This design comes from an exercise in tuning for small area and a short achievable clock period on the open sky130 flow, not from production work.
RTL that was checked went through simulation tests only; none was proved equivalent to the original.
Power is estimated from default activity; no workload was simulated.

Design Calculator, start of the top module:
module Calculator #(parameter W = 8) (clk, Ain, Bin, s0, s1, ALUout, sel, Reset);
    input clk;
    input [W-1:0] Ain, Bin;
    input [1:0] sel;
    input s0, s1, Reset;
    output [2*W:0] ALUout;
    reg [2*W:0] ALUout;
    wire [7:0] q;
    wire [8:0] b2 = {Bin, 1'b0};
    wire [9:0] b3 = {1'b0, b2} + {2'b00, Bin};
    wire [1:0] t6 = Ain[7:6];
    wire [2:0] d1_6 = {1'b0, t6[1:0]} - {1'b0, Bin[1:0]};
    wire c1_6 = ~d1_6[2] & ~|Bin[7:2];
    wire [2:0] d2_6 = {1'b0, t6[1:0]} - {1'b0, b2[1:0]};
    wire c2_6 = ~d2_6[2] & ~|b2[8:2];
    wire [2:0] d3_6 = {1'b0, t6[1:0]} - {1'b0, b3[1:0]};
    wire c3_6 = ~d3_6[2] & ~|b3[9:2];
    assign q[7] = c2_6;
    assign q[6] = c3_6 | (c1_6 & ~c2_6);
    wire [1:0] r6 = c3_6 ? d3_6[1:0] : c2_6 ? d2_6[1:0] : c1_6 ? d1_6[1:0] : t6[1:0];
    wire [3:0] t4 = {r6, Ain[5:4]};
    wire [4:0] d1_4 = {1'b0, t4[3:0]} - {1'b0, Bin[3:0]};
    wire c1_4 = ~d1_4[4] & ~|Bin[7:4];
    wire [4:0] d2_4 = {1'b0, t4[3:0]} - {1'b0, b2[3:0]};
    wire c2_4 = ~d2_4[4] & ~|b2[8:4];
    wire [4:0] d3_4 = {1'b0, t4[3:0]} - {1'b0, b3[3:0]};
  ...
Settings: LEC_CHECK=0, ABC_AREA=1, CAP_MARGIN=20, CORE_MARGIN=2, CORE_UTILIZATION=40, SLEW_MARGIN=20; clock period 40.0 ns.
standard.sh (not shown) runs the stock make flow with config.mk's settings and CLKGATE_MAP_FILE= SYNTH_SCRIPT=/design/flow/synth_recipe.tcl, a recipe that flattens the netlist after the stock synthesis.
==> flow/flow/run.sh <==
#!/bin/bash
# Standard synthesis, then the combinational logic between the standard synthesis's
# registers is mapped again by ABC without the full/half-adder cells (the registers,
# their names and cell types are kept), then the standard layout from floorplan on.
set -euo pipefail
W=$(pwd)
R=$W/orfs/results/$FLOW_PLATFORM/Calculator/base
LIB=$FLOW_HOME/platforms/$FLOW_PLATFORM/lib/sky130_fd_sc_hd__tt_025C_1v80.lib

bash standard.sh synth > $W/log_synth_std.txt 2>&1
cp $R/1_2_yosys.v $W/std_synth.v

DU="-dont_use *clkbuf* -dont_use *probe* -dont_use *lpflow* -dont_use *dlygate* -dont_use *clkdly* -dont_use *buf_16* -dont_use *fa_* -dont_use *ha_*"
cat > $W/resynth.ys <<Y
read_liberty -ignore_miss_func $LIB
read_verilog $W/std_synth.v
hierarchy -top $FLOW_TOP
setattr -mod -set keep_hierarchy 1 sky130_fd_sc_hd__dfxtp_1
flatten
select $FLOW_TOP
opt -purge
abc -liberty $LIB $DU -script $W/flow/resynth.abc
opt_clean -purge
hilomap -singleton -hicell sky130_fd_sc_hd__conb_1 HI -locell sky130_fd_sc_hd__conb_1 LO
splitnets
opt_clean -purge
stat -liberty $LIB
write_verilog -noattr -selected $W/resynth.v
Y
yosys -s $W/resynth.ys > $W/log_resynth.txt 2>&1
cp $W/resynth.v $R/1_2_yosys.v
rm -f $R/1_synth.odb $R/1_synth.sdc
bash standard.sh synth > $W/log_synth_odb.txt 2>&1
bash standard.sh finish > $W/log_finish.txt 2>&1
==> flow/flow/resynth.abc <==
strash
dc2
dch -f
map -B 0.9
strash
dc2
dch -f
map -B 0.9
strash
dch -f
map -B 0.9
topo
stime -c
buffer -c
upsize -c
dnsize -c
The baseline passed the timing, DRC and antenna checks.
==> next run, changes <==
--- a/flow/flow/run.sh
+++ b/flow/flow/run.sh
@@ -33,2 +33,2 @@
 bash standard.sh synth > $W/log_synth_odb.txt 2>&1
-bash standard.sh finish > $W/log_finish.txt 2>&1
+bash standard.sh "BUFFER_PORTS_ARGS=-buffer_cell sky130_fd_sc_hd__buf_1" finish > $W/log_finish.txt 2>&1
Outcome:
- The new run finished clean
- synthesized cell count is unchanged
- worst hold slack is worse by 0.37 ns
- sequential share of layout area grows by 0.18 points
- routed wire length shrinks slightly
- cell count grows slightly
- clock-buffer cell count grows by 1
- worst setup slack is better by 0.38 ns
- clock power stays flat
- via count grows slightly
- non-clock buffer count grows by 7
==> next run, changes <==
--- a/flow/flow/run.sh
+++ b/flow/flow/run.sh
@@ -33,2 +33,2 @@
 bash standard.sh synth > $W/log_synth_odb.txt 2>&1
-bash standard.sh "BUFFER_PORTS_ARGS=-buffer_cell sky130_fd_sc_hd__buf_1" finish > $W/log_finish.txt 2>&1
+bash standard.sh "BUFFER_PORTS_ARGS=-buffer_cell sky130_fd_sc_hd__buf_4" finish > $W/log_finish.txt 2>&1
Outcome: Total power came out higher by 1.6%. Critical path depth went down by 1. Design area goes up by 1.0%. Wire length climbs by 1.6%.
No run of this note included a check of the RTL's function; only the layout flow was run.

* * *

The RTL this note starts from:
==> flow/design.v <==
module Calculator #(parameter W = 8) (clk, Ain, Bin, s0, s1, ALUout, sel, Reset);
    input clk;
    input [W-1:0] Ain, Bin;
    input [1:0] sel;
    input s0, s1, Reset;
    output [2*W:0] ALUout;
    reg [2*W:0] ALUout;
    wire [7:0] q;
    wire [8:0] b2 = {Bin, 1'b0};
    wire [9:0] b3 = {1'b0, b2} + {2'b00, Bin};
    wire [1:0] t6 = Ain[7:6];
    wire [2:0] d1_6 = {1'b0, t6[1:0]} - {1'b0, Bin[1:0]};
    wire c1_6 = ~d1_6[2] & ~|Bin[7:2];
    wire [2:0] d2_6 = {1'b0, t6[1:0]} - {1'b0, b2[1:0]};
    wire c2_6 = ~d2_6[2] & ~|b2[8:2];
    wire [2:0] d3_6 = {1'b0, t6[1:0]} - {1'b0, b3[1:0]};
    wire c3_6 = ~d3_6[2] & ~|b3[9:2];
    assign q[7] = c2_6;
    assign q[6] = c3_6 | (c1_6 & ~c2_6);
    wire [1:0] r6 = c3_6 ? d3_6[1:0] : c2_6 ? d2_6[1:0] : c1_6 ? d1_6[1:0] : t6[1:0];
    wire [3:0] t4 = {r6, Ain[5:4]};
    wire [4:0] d1_4 = {1'b0, t4[3:0]} - {1'b0, Bin[3:0]};
    wire c1_4 = ~d1_4[4] & ~|Bin[7:4];
    wire [4:0] d2_4 = {1'b0, t4[3:0]} - {1'b0, b2[3:0]};
    wire c2_4 = ~d2_4[4] & ~|b2[8:4];
    wire [4:0] d3_4 = {1'b0, t4[3:0]} - {1'b0, b3[3:0]};
    wire c3_4 = ~d3_4[4] & ~|b3[9:4];
    assign q[5] = c2_4;
    assign q[4] = c3_4 | (c1_4 & ~c2_4);
    wire [3:0] r4 = c3_4 ? d3_4[3:0] : c2_4 ? d2_4[3:0] : c1_4 ? d1_4[3:0] : t4[3:0];
    wire [5:0] t2 = {r4, Ain[3:2]};
    wire [6:0] d1_2 = {1'b0, t2[5:0]} - {1'b0, Bin[5:0]};
    wire c1_2 = ~d1_2[6] & ~|Bin[7:6];
    wire [6:0] d2_2 = {1'b0, t2[5:0]} - {1'b0, b2[5:0]};
    wire c2_2 = ~d2_2[6] & ~|b2[8:6];
    wire [6:0] d3_2 = {1'b0, t2[5:0]} - {1'b0, b3[5:0]};
    wire c3_2 = ~d3_2[6] & ~|b3[9:6];
    assign q[3] = c2_2;
    assign q[2] = c3_2 | (c1_2 & ~c2_2);
    wire [5:0] r2 = c3_2 ? d3_2[5:0] : c2_2 ? d2_2[5:0] : c1_2 ? d1_2[5:0] : t2[5:0];
    wire [7:0] t0 = {r2, Ain[1:0]};
    wire [8:0] d1_0 = {1'b0, t0[7:0]} - {1'b0, Bin[7:0]};
    wire c1_0 = ~d1_0[8];
    wire [8:0] d2_0 = {1'b0, t0[7:0]} - {1'b0, b2[7:0]};
    wire c2_0 = ~d2_0[8] & ~|b2[8:8];
    wire [8:0] d3_0 = {1'b0, t0[7:0]} - {1'b0, b3[7:0]};
    wire c3_0 = ~d3_0[8] & ~|b3[9:8];
    assign q[1] = c2_0;
    assign q[0] = c3_0 | (c1_0 & ~c2_0);
    wire [15:0] prod = Ain * Bin;
    wire m = s0 ^ s1;
    wire [9:0] avs = {2'b00, Ain} + ({2'b00, Bin} ^ {10{m}}) + {9'd0, m};
    wire e_add = ~Reset & (sel == 2'b00);
    wire e_mul = ~Reset & (sel == 2'b01);
    wire e_div = ~Reset & (sel == 2'b10);
    wire e_gry = ~Reset & (sel == 2'b11);
    wire [15:0] v = ({16{e_add}} & {{6{avs[9]}}, avs})
                  | ({16{e_mul}} & prod)
                  | ({16{e_div}} & {8'd0, q})
                  | ({16{e_gry}} & {8'd0, Ain ^ (Ain >> 1)});
    wire n = (e_add & s0) | ((e_mul | e_div) & m);
    wire [15:0] r = (v ^ {16{n}}) + {15'd0, n};
    wire f = ((e_add | e_div) & r[15]) | (e_add & s0 & s1) | (e_mul & m);
    always @(posedge clk)
        ALUout <= {f, r};
endmodule
Settings: LEC_CHECK=0, ABC_AREA=1, CAP_MARGIN=20, CORE_MARGIN=2, CORE_UTILIZATION=40, SLEW_MARGIN=20; clock period 40.0 ns.
==> flow/flow/run.sh <==
#!/bin/bash
# Layout flow: the standard synthesis (bash standard.sh synth), then the combinational
# logic between its registers is mapped again by ABC (flow/resynth.abc) without the
# full/half-adder cells; the registers, their names and cell types are kept. Then the
# standard layout from floorplan on, with the port buffers made of buf_4 cells.
# Each tool's output goes to a log_*.txt file in the work folder.
set -euo pipefail
W=$(pwd)
R=$W/orfs/results/$FLOW_PLATFORM/Calculator/base
LIB=$FLOW_HOME/platforms/$FLOW_PLATFORM/lib/sky130_fd_sc_hd__tt_025C_1v80.lib
EXTRA=()
[[ -f $W/flow/make_args ]] && mapfile -t EXTRA < $W/flow/make_args

bash standard.sh synth > $W/log_synth_std.txt 2>&1
cp $R/1_2_yosys.v $W/std_synth.v

DU="-dont_use *clkbuf* -dont_use *probe* -dont_use *lpflow* -dont_use *dlygate* -dont_use *clkdly* -dont_use *buf_16* -dont_use *fa_* -dont_use *ha_*"
cat > $W/resynth.ys <<Y
read_liberty -ignore_miss_func $LIB
read_verilog $W/std_synth.v
hierarchy -top $FLOW_TOP
setattr -mod -set keep_hierarchy 1 sky130_fd_sc_hd__dfxtp_1
flatten
select $FLOW_TOP
opt -purge
abc -liberty $LIB $DU -script $W/flow/resynth.abc
opt_clean -purge
hilomap -singleton -hicell sky130_fd_sc_hd__conb_1 HI -locell sky130_fd_sc_hd__conb_1 LO
splitnets
opt_clean -purge
stat -liberty $LIB
write_verilog -noattr -selected $W/resynth.v
Y
yosys -s $W/resynth.ys > $W/log_resynth.txt 2>&1
cp $W/resynth.v $R/1_2_yosys.v
rm -f $R/1_synth.odb $R/1_synth.sdc
bash standard.sh synth > $W/log_synth_odb.txt 2>&1
bash standard.sh "BUFFER_PORTS_ARGS=-buffer_cell sky130_fd_sc_hd__buf_4" "${EXTRA[@]}" finish > $W/log_finish.txt 2>&1
==> flow/flow/resynth.abc <==
strash
&get -n
&deepsyn -I 1 -J 50
&put
strash
dc2
dch -f
map -B 0.9
strash
dc2
dch -f
map -B 0.9
strash
dch -f
map -B 0.9
topo
stime -c
buffer -c
upsize -c
dnsize -c
The baseline went through all stages and came out clean.
Then changed:
- CORE_UTILIZATION: 40 -> 65
Cell area came out lower by 1.9%.
Clock-buffer cell count increases by 1.
Non-clock buffer count falls by 1.

## re-timing with driven ports
The results above use ideal ports. As a check the final layouts listed here were re-extracted and re-timed, cells and wires unchanged. Step 1: set_driving_cell puts a clkbuf_16 on clk and a buf_2 on each other input, an assumption about the parent block. Step 2 adds t to the input delays and takes it off the output delays; t is the mean of the earliest and latest rising clock arrival at the registers after step 1. Input paths then give back, and output paths get back, about the clock's delay inside the block. a / b / c = no drivers / after step 1 / after step 2; a / b = the first two.
| run | t, ns | setup WS [ns] | hold WS [ns] | clock arrival spread, ns |
|---|---|---|---|---|
| the first run of note 1 | 0.268 | 25.910 / 25.914 / 25.647 | 8.360 / 8.358 / 8.626 | 0.001 / 0.001 |
| the second run of note 1 | 0.269 | 26.292 / 26.297 / 26.028 | 7.993 / 7.991 / 8.260 | 0.001 / 0.001 |
| the third run of note 1 | 0.268 | 26.805 / 26.811 / 26.544 | 7.934 / 7.939 / 8.207 | 0.001 / 0.001 |
| the first run of note 2 | 0.275 | 27.621 / 27.627 / 27.352 | 8.068 / 8.064 / 8.339 | 0.004 / 0.004 |
| the second run of note 2 | 0.277 | 27.376 / 27.375 / 27.098 | 8.118 / 8.124 / 8.401 | 0.005 / 0.004 |
After both steps setup and hold are still met in every run listed. The setup slack of the second run of note 2, which loses most, moves by -0.001 ns with the drivers and by -0.278 ns with both steps.
